From an optimization exercise on the open Yosys and OpenROAD flow, aimed at small area; shortcuts taken in it are not production practice.
The RTL was checked by simulation tests, not by an equivalence proof against the original design.
No activity file was given, so power comes from the tool's default toggle rates.

[flow/config.mk]
export PLATFORM = sky130hd
export DESIGN_NAME = stopwatch
export DESIGN_NICKNAME = stopwatch
export VERILOG_FILES = /design/flow/design.v
export SDC_FILE = /design/flow/constraint.sdc
export NUM_CORES = 4
export LEC_CHECK = 0
export CAP_MARGIN = 20
export CORE_MARGIN = 2
export CORE_UTILIZATION = 40
export SLEW_MARGIN = 20
[flow/constraint.sdc]
create_clock -name core_clock -period 5.0 [get_ports {CLOCK_50}]
set_input_delay 1.0000 -clock core_clock [delete_from_list [all_inputs] [get_ports {CLOCK_50}]]
set_output_delay 1.0000 -clock core_clock [all_outputs]
set_load 0.01 [all_outputs]
[flow/design.v]
module stopwatch(
    input            CLOCK_50,
    input      [3:0] KEY,
    input      [9:0] SW,
    output     [6:0] HEX0, HEX1, HEX2, HEX3
);
    reg [2:0] start_stop_button_sync;
    always @(posedge CLOCK_50) begin
        start_stop_button_sync[0] <= KEY[0];
        start_stop_button_sync[1] <= start_stop_button_sync[0];
        start_stop_button_sync[2] <= start_stop_button_sync[1];
    end
    wire start_stop_was_pressed;
    assign start_stop_was_pressed = ~start_stop_button_sync[2] & start_stop_button_sync[1];
    reg [2:0] reset_button_sync;
    always @(posedge CLOCK_50) begin
        reset_button_sync[0] <= KEY[1];
        reset_button_sync[1] <= reset_button_sync[0];
        reset_button_sync[2] <= reset_button_sync[1];
    end
    wire reset;
    assign reset = ~reset_button_sync[2] & reset_button_sync[1];
    reg device_running;
    always @(posedge CLOCK_50) begin
    if (reset) device_running <= 0;
    else if (start_stop_was_pressed) device_running <= ~device_running;
    end
    reg [3:0] pulse_counter;
    wire hundredth_of_second_passed = (pulse_counter == 4'd9);
    always @(posedge CLOCK_50) begin
        if (reset) pulse_counter <= 0;
        else if (device_running | hundredth_of_second_passed)
            if (hundredth_of_second_passed) pulse_counter <= 0;
            else pulse_counter <= pulse_counter + 1;
    end
    reg [3:0] hundredths_counter;
    wire tenth_of_second_passed = ((hundredths_counter == 4'd9) & hundredth_of_second_passed);
    always @(posedge CLOCK_50) begin
        if (reset) hundredths_counter <= 0;
        else if (hundredth_of_second_passed)
            if (tenth_of_second_passed) hundredths_counter <= 0;
            else hundredths_counter <= hundredths_counter + 1;
    end
    reg [3:0] tenths_counter;
    wire second_passed = ((tenths_counter == 4'd9) & tenth_of_second_passed);
    always @(posedge CLOCK_50) begin
        if (reset) tenths_counter <= 0;
        else if (tenth_of_second_passed)
            if (second_passed) tenths_counter <= 0;
            else tenths_counter <= tenths_counter + 1;
    end
    reg [3:0] seconds_counter;
    wire ten_passed = ((seconds_counter == 4'd9) & second_passed);
    always @(posedge CLOCK_50) begin
        if (reset) seconds_counter <= 0;
        else if (second_passed)
            if (ten_passed) seconds_counter <= 0;
            else seconds_counter <= seconds_counter + 1;
    end
    reg [3:0] tens_counter;
    wire hundred_passed = ((tens_counter == 4'd9) & ten_passed);
    always @(posedge CLOCK_50) begin
        if (reset) tens_counter <= 0;
        else if (ten_passed)
            if (hundred_passed) tens_counter <= 0;
            else tens_counter <= tens_counter + 1;
    end
    reg [3:0] hundreds_counter;
    wire thousand_passed = ((hundreds_counter == 4'd9) & hundred_passed);
    always @(posedge CLOCK_50) begin
        if (reset) hundreds_counter <= 0;
        else if (hundred_passed)
            if (thousand_passed) hundreds_counter <= 0;
            else hundreds_counter <= hundreds_counter + 1;
    end
    reg [3:0] thousands_counter;
    always @(posedge CLOCK_50) begin
        if (reset) thousands_counter <= 0;
        else if (thousand_passed)
            if (thousands_counter == 4'd9) thousands_counter <= 0;
            else thousands_counter <= thousands_counter + 1;
    end
    reg [6:0] DC_thousands;
    always @(*) begin
        case (thousands_counter)
            4'h0 : DC_thousands = 7'b1000000;
            4'h1 : DC_thousands = 7'b1111001;
            4'h2 : DC_thousands = 7'b0100100;
            4'h3 : DC_thousands = 7'b0110000;
            4'h4 : DC_thousands = 7'b0011001;
            4'h5 : DC_thousands = 7'b0010010;
            4'h6 : DC_thousands = 7'b0000010;
            4'h7 : DC_thousands = 7'b1111000;
            4'h8 : DC_thousands = 7'b0000000;
            4'h9 : DC_thousands = 7'b0010000;
            default : DC_thousands = 7'b1111111;
        endcase
    end 
    reg [6:0] DC_hundreds;
    always @(*) begin
        case (hundreds_counter)
            4'h0 : DC_hundreds = 7'b1000000;
            4'h1 : DC_hundreds = 7'b1111001;
            4'h2 : DC_hundreds = 7'b0100100;
            4'h3 : DC_hundreds = 7'b0110000;
            4'h4 : DC_hundreds = 7'b0011001;
            4'h5 : DC_hundreds = 7'b0010010;
            4'h6 : DC_hundreds = 7'b0000010;
            4'h7 : DC_hundreds = 7'b1111000;
            4'h8 : DC_hundreds = 7'b0000000;
            4'h9 : DC_hundreds = 7'b0010000;
            default : DC_hundreds = 7'b1111111;
        endcase
    end 
    reg [6:0] DC_tens;
    always @(*) begin
        case (tens_counter)
            4'h0 : DC_tens = 7'b1000000;
            4'h1 : DC_tens = 7'b1111001;
            4'h2 : DC_tens = 7'b0100100;
            4'h3 : DC_tens = 7'b0110000;
            4'h4 : DC_tens = 7'b0011001;
            4'h5 : DC_tens = 7'b0010010;
            4'h6 : DC_tens = 7'b0000010;
            4'h7 : DC_tens = 7'b1111000;
            4'h8 : DC_tens = 7'b0000000;
            4'h9 : DC_tens = 7'b0010000;
            default : DC_tens = 7'b1111111;
        endcase
    end 
    reg [6:0] DC_seconds;
    always @(*) begin
        case (seconds_counter)
            4'h0 : DC_seconds = 7'b1000000;
            4'h1 : DC_seconds = 7'b1111001;
            4'h2 : DC_seconds = 7'b0100100;
            4'h3 : DC_seconds = 7'b0110000;
            4'h4 : DC_seconds = 7'b0011001;
            4'h5 : DC_seconds = 7'b0010010;
            4'h6 : DC_seconds = 7'b0000010;
            4'h7 : DC_seconds = 7'b1111000;
            4'h8 : DC_seconds = 7'b0000000;
            4'h9 : DC_seconds = 7'b0010000;
            default : DC_seconds = 7'b1111111;
        endcase
    end 
    reg [6:0] DC_tenths;
    always @(*) begin
        case (tenths_counter)
            4'h0 : DC_tenths = 7'b1000000;
            4'h1 : DC_tenths = 7'b1111001;
            4'h2 : DC_tenths = 7'b0100100;
            4'h3 : DC_tenths = 7'b0110000;
            4'h4 : DC_tenths = 7'b0011001;
            4'h5 : DC_tenths = 7'b0010010;
            4'h6 : DC_tenths = 7'b0000010;
            4'h7 : DC_tenths = 7'b1111000;
            4'h8 : DC_tenths = 7'b0000000;
            4'h9 : DC_tenths = 7'b0010000;
            default : DC_tenths = 7'b1111111;
        endcase
    end 
    reg [6:0] DC_hundredths;
    always @(*) begin
        case (hundredths_counter)
            4'h0 : DC_hundredths = 7'b1000000;
            4'h1 : DC_hundredths = 7'b1111001;
            4'h2 : DC_hundredths = 7'b0100100;
            4'h3 : DC_hundredths = 7'b0110000;
            4'h4 : DC_hundredths = 7'b0011001;
            4'h5 : DC_hundredths = 7'b0010010;
            4'h6 : DC_hundredths = 7'b0000010;
            4'h7 : DC_hundredths = 7'b1111000;
            4'h8 : DC_hundredths = 7'b0000000;
            4'h9 : DC_hundredths = 7'b0010000;
            default : DC_hundredths = 7'b1111111;
        endcase
    end 
    assign HEX3 = ~SW[0] ? DC_tens       : DC_thousands;
    assign HEX2 = ~SW[0] ? DC_seconds    : DC_hundreds;
    assign HEX1 = ~SW[0] ? DC_tenths     : DC_tens;
    assign HEX0 = ~SW[0] ? DC_hundredths : DC_seconds;
endmodule
[flow/run.sh]
#!/bin/bash
# synth_recipe.tcl (not shown) runs the flow's synth.tcl, then flattens the netlist and writes it again
# the make line also repeats each setting of config.mk as NAME=value (left out here)
make -C /OpenROAD-flow-scripts/flow DESIGN_CONFIG=/design/flow/config.mk WORK_HOME=/design/flow/orfs CLKGATE_MAP_FILE= SYNTH_SCRIPT=/design/flow/synth_recipe.tcl finish
==> results.json <==
{
  "status": "complete, no violations",
  "drive_gt1_share_pct": 12.1,
  "core-area_um2": 10400,
  "dp_cells": 631,
  "drtPass1Iterations": 4,
  "wl_um": 8910,
  "die_y_um": 108,
  "use_met1_pct": 21.8,
  "ir_worst_vdd_mv": 0.141,
  "ys_seq_elements": 77,
  "vias": 3360,
  "fin_skew_ns": 0.0121,
  "synth.most_common_cell": "dfxtp_1",
  "hold_viol": 0,
  "cp_max_fo": 28,
  "ios": 43,
  "final_max_slew_viol_count": 0,
  "synthArstFlopShare_pct": 0,
  "synthTopCellsByArea": "dfxtp_1, ha_1, mux2_2",
  "avgSynthCellArea_um2": 8.93,
  "antenna_found_initial": 0,
  "cts_resized": 0,
  "synth_warnings": 1,
  "use_met3_pct": 3.45,
  "grt_max_degree": 29,
  "clock_latency_ns": 0.35,
  "clkSinkCount": 77,
  "remaining_drc_errors": 0,
  "synth_area_um2": 4290,
  "relSlewSlack_pct": 38.6,
  "final_cells": 647,
  "fill_cells": 1022,
  "r2r_start": "hundredths_counter[0]",
  "max_cap_violations": 0,
  "start_util_pct": 41.4,
  "grt_pass1_wl_um": 14800,
  "drtAntennaViolNets": 0,
  "cts_buffers": 9,
  "rsz0062_at_grt": "no",
  "clkTransAtPathRegs_ns": 0.07,
  "setup.worst_path.start": "SW[0]",
  "worst_ep_required_time_ns": 4.00,
  "overflow": 0,
  "wl_per_cell_um": 13.8,
  "worstSetupPathType": "in -> out",
  "synth-edff-count": 0,
  "clockRootBuffer": "clkbuf_8",
  "hp-class": "reg -> reg",
  "placementRows": 37,
  "hpwl_um": 6590,
  "period_share_pct": 73.5,
  "grt_use_total_pct": 16.0,
  "end_kind": "output port",
  "die_x_um": 108,
  "pwr_density_cell_nw_per_um2": 256,
  "yosys-top-cells-count": "dfxtp_1, ha_1, a21oi_1, nand2_1, inv_1",
  "ys.flop_type": "dfxtp_1",
  "rrSetupSlack_ns": 1.51,
  "fmaxAchievable_mhz": 272,
  "min_period_ns": 3.67,
  "synth_top_area_share_pct": 35.9,
  "worst_pin_slew_ns": 0.898,
  "synthCells": 481,
  "post_cts_buffers": 0,
  "gp_congestion": 0.866,
  "io_buffers": 31,
  "critPathArrivalTime_ns": 2.67,
  "grtUsageMet2_pct": 24.7,
  "seq_area_frac_synth_pct": 35.9,
  "syn2layout_area_growth_pct": 15.9,
  "ctsHoldBuffers": 0,
  "synthDistinctLibCells": 58,
  "final.setup.tns_ns": 0,
  "cts-htree-levels": 3,
  "seqCellArea_um2": 1540,
  "fin_nets": 562,
  "setup_viol": 0,
  "antenna_cells": 0,
  "yosys.area.top_type": "dfxtp_1",
  "r2r_cells": 10,
  "top_usage_layer": "met2",
  "multi_input_area_um2": 2550,
  "vias_per_cell": 5.19,
  "cts_buffer_depth": 2,
  "crit_end": "HEX0[1]",
  "grt_pass1_vias": 3204,
  "cp-start-kind": "input port",
  "r2r-end": "DC_thousands[6]",
  "p_leak_nw": 2.01,
  "cts_tree": "done",
  "die_area_um2": 11600,
  "drt_iter0_drc": 147,
  "final_util_pct": 48.0,
  "syn_nets": 537
}
[layout make-up]
type / count / share of cell area (%)
sequential: 77 / 31.0
clock inverter: 6 / 2.21
multi-input combinational: 349 / 51.2
tap: 136 / 3.42
inverter: 33 / 2.49
timing repair buffer: 36 / 6.99
clock buffer: 10 / 2.77
[report_power, final]
group,internal (W),switching (W),total [W]
combinational,0.0000264,0.0000247,0.0000511
clock,0.000344,0.000232,0.000576
sequential,0.000628,0.0000201,0.000648
total,0.000998,0.000277,0.00127
[worst max-delay path: stages]
cell             delay, ns
clkdlybuf4s50_1       0.45
buf_4                 0.33
mux2_2                0.40
clkdlybuf4s50_1       0.48
[layout by cell type, fill, tap and decap left out, types with 3 or more instances in the layout]
master	instances
dfxtp_1	77
ha_1	41
a21oi_1	40
nand2_1	36
inv_1	32
clkdlybuf4s50_1	31
mux2_2	30
nor2_1	29
o21ai_0	20
nand3_1	15
nor3_1	11
mux2i_1	10
clkbuf_8	10
o21a_1	8
xor2_1	8
nor2b_1	7
and2_1	7
xnor2_1	7
or3_1	5
nor4_1	5
o31ai_1	5
buf_4	5
nand3b_1	4
and3b_1	4
a221oi_1	4
a2111oi_0	4
nand2b_1	3
o21ai_1	3
a31oi_1	3
bufinv_16	3
[metrics by stage]
| stage | setup slack [ns] | hold slack [ns] | total power, W | area [µm²] |
|---|---|---|---|---|
| after floorplan | 1.92 | 0.310 | 0.000698 | 4290 |
| after global placement | 1.32 | 0.314 | 0.000711 | 4730 |
| after detailed placement | 1.31 | 0.314 | 0.000714 | 4730 |
| after CTS | 1.31 | 0.333 | 0.00129 | 4980 |
| after global routing | 1.22 | 0.339 | 0.00133 | 4980 |
| final | 1.33 | 0.329 | 0.00127 | 4980 |
[state kept, by name (all words and copies together), names as in the netlist]
| signal | flops |
|---|---|
| hundreds_counter | 4 |
| start_stop_button_sync | 3 |
| tenths_counter | 4 |
| pulse_counter | 4 |
| tens_counter | 4 |
| DC_tenths | 7 |
| device_running | 1 |
| thousands_counter | 4 |
| DC_tens | 7 |
| DC_seconds | 7 |
| DC_thousands | 7 |
| reset_button_sync | 3 |
| DC_hundredths | 7 |
| DC_hundreds | 7 |
| hundredths_counter | 4 |
| seconds_counter | 4 |
[how the worst min path moves through the flow]
stage,from,endpoint,slack (ns),cells past startpoint
2_1_floorplan,reset_button_sync[0],reset_button_sync[1],0.31,0
3_3_place_gp,reset_button_sync[0],reset_button_sync[1],0.31,0
3_5_place_dp,reset_button_sync[0],reset_button_sync[1],0.31,0
4_1_cts,reset_button_sync[0],reset_button_sync[1],0.33,0
5_1_grt,reset_button_sync[0],reset_button_sync[1],0.34,0
6_report,reset_button_sync[0],reset_button_sync[1],0.33,0
[cell families after synthesis]
family                   share of synthesized area [%]
AO/OA/AOI/OAI                                     16.3
XOR/XNOR                                          3.06
adder cells (fa/ha/maj)                           11.9
buffers and inverters                             4.90
flip-flops                                        35.9
multiplexers                                      10.2
AND/OR/NAND/NOR                                   17.7
[per-layer routing]
| layer | wire [µm] | vias up |
|---|---|---|
| li1 | - | 1742 |
| met4 | 123 | 0 |
| met5 | 0 | - |
| met2 | 3870 | 62 |
| met3 | 360 | 12 |
| met1 | 4550 | 1544 |

## re-timing with driven ports
How much do the figures lean on ideal ports? The routed layout below was timed once more, with nothing changed but the port constraints. Step 1 (the two cells are an assumption about what drives the block):
set clk [get_ports {CLOCK_50}]
set_driving_cell -lib_cell sky130_fd_sc_hd__clkbuf_16 $clk
set_driving_cell -lib_cell sky130_fd_sc_hd__buf_2 [delete_from_list [all_inputs] $clk]
Step 2 moves the port delays by t, midway between the first and last clock arrival at a register: inputs arrive t later, outputs are due t later. That takes back most of the time a late clock gives input paths. Slacks: no drivers / after step 1 / after step 2; pairs: no drivers / after step 1.
shift t [ns]: 0.381
setup slack, ns: 1.327 / 1.295 / 1.295
worst setup path at the end: input to output
clock arrival spread, ns: 0.012 / 0.013
slew at the worst register clock pin (ns): 0.09 / 0.09
After both steps setup and hold are still met in this run. For this run, drivers alone change the setup slack by -0.032 ns; drivers and shift together by -0.032 ns.
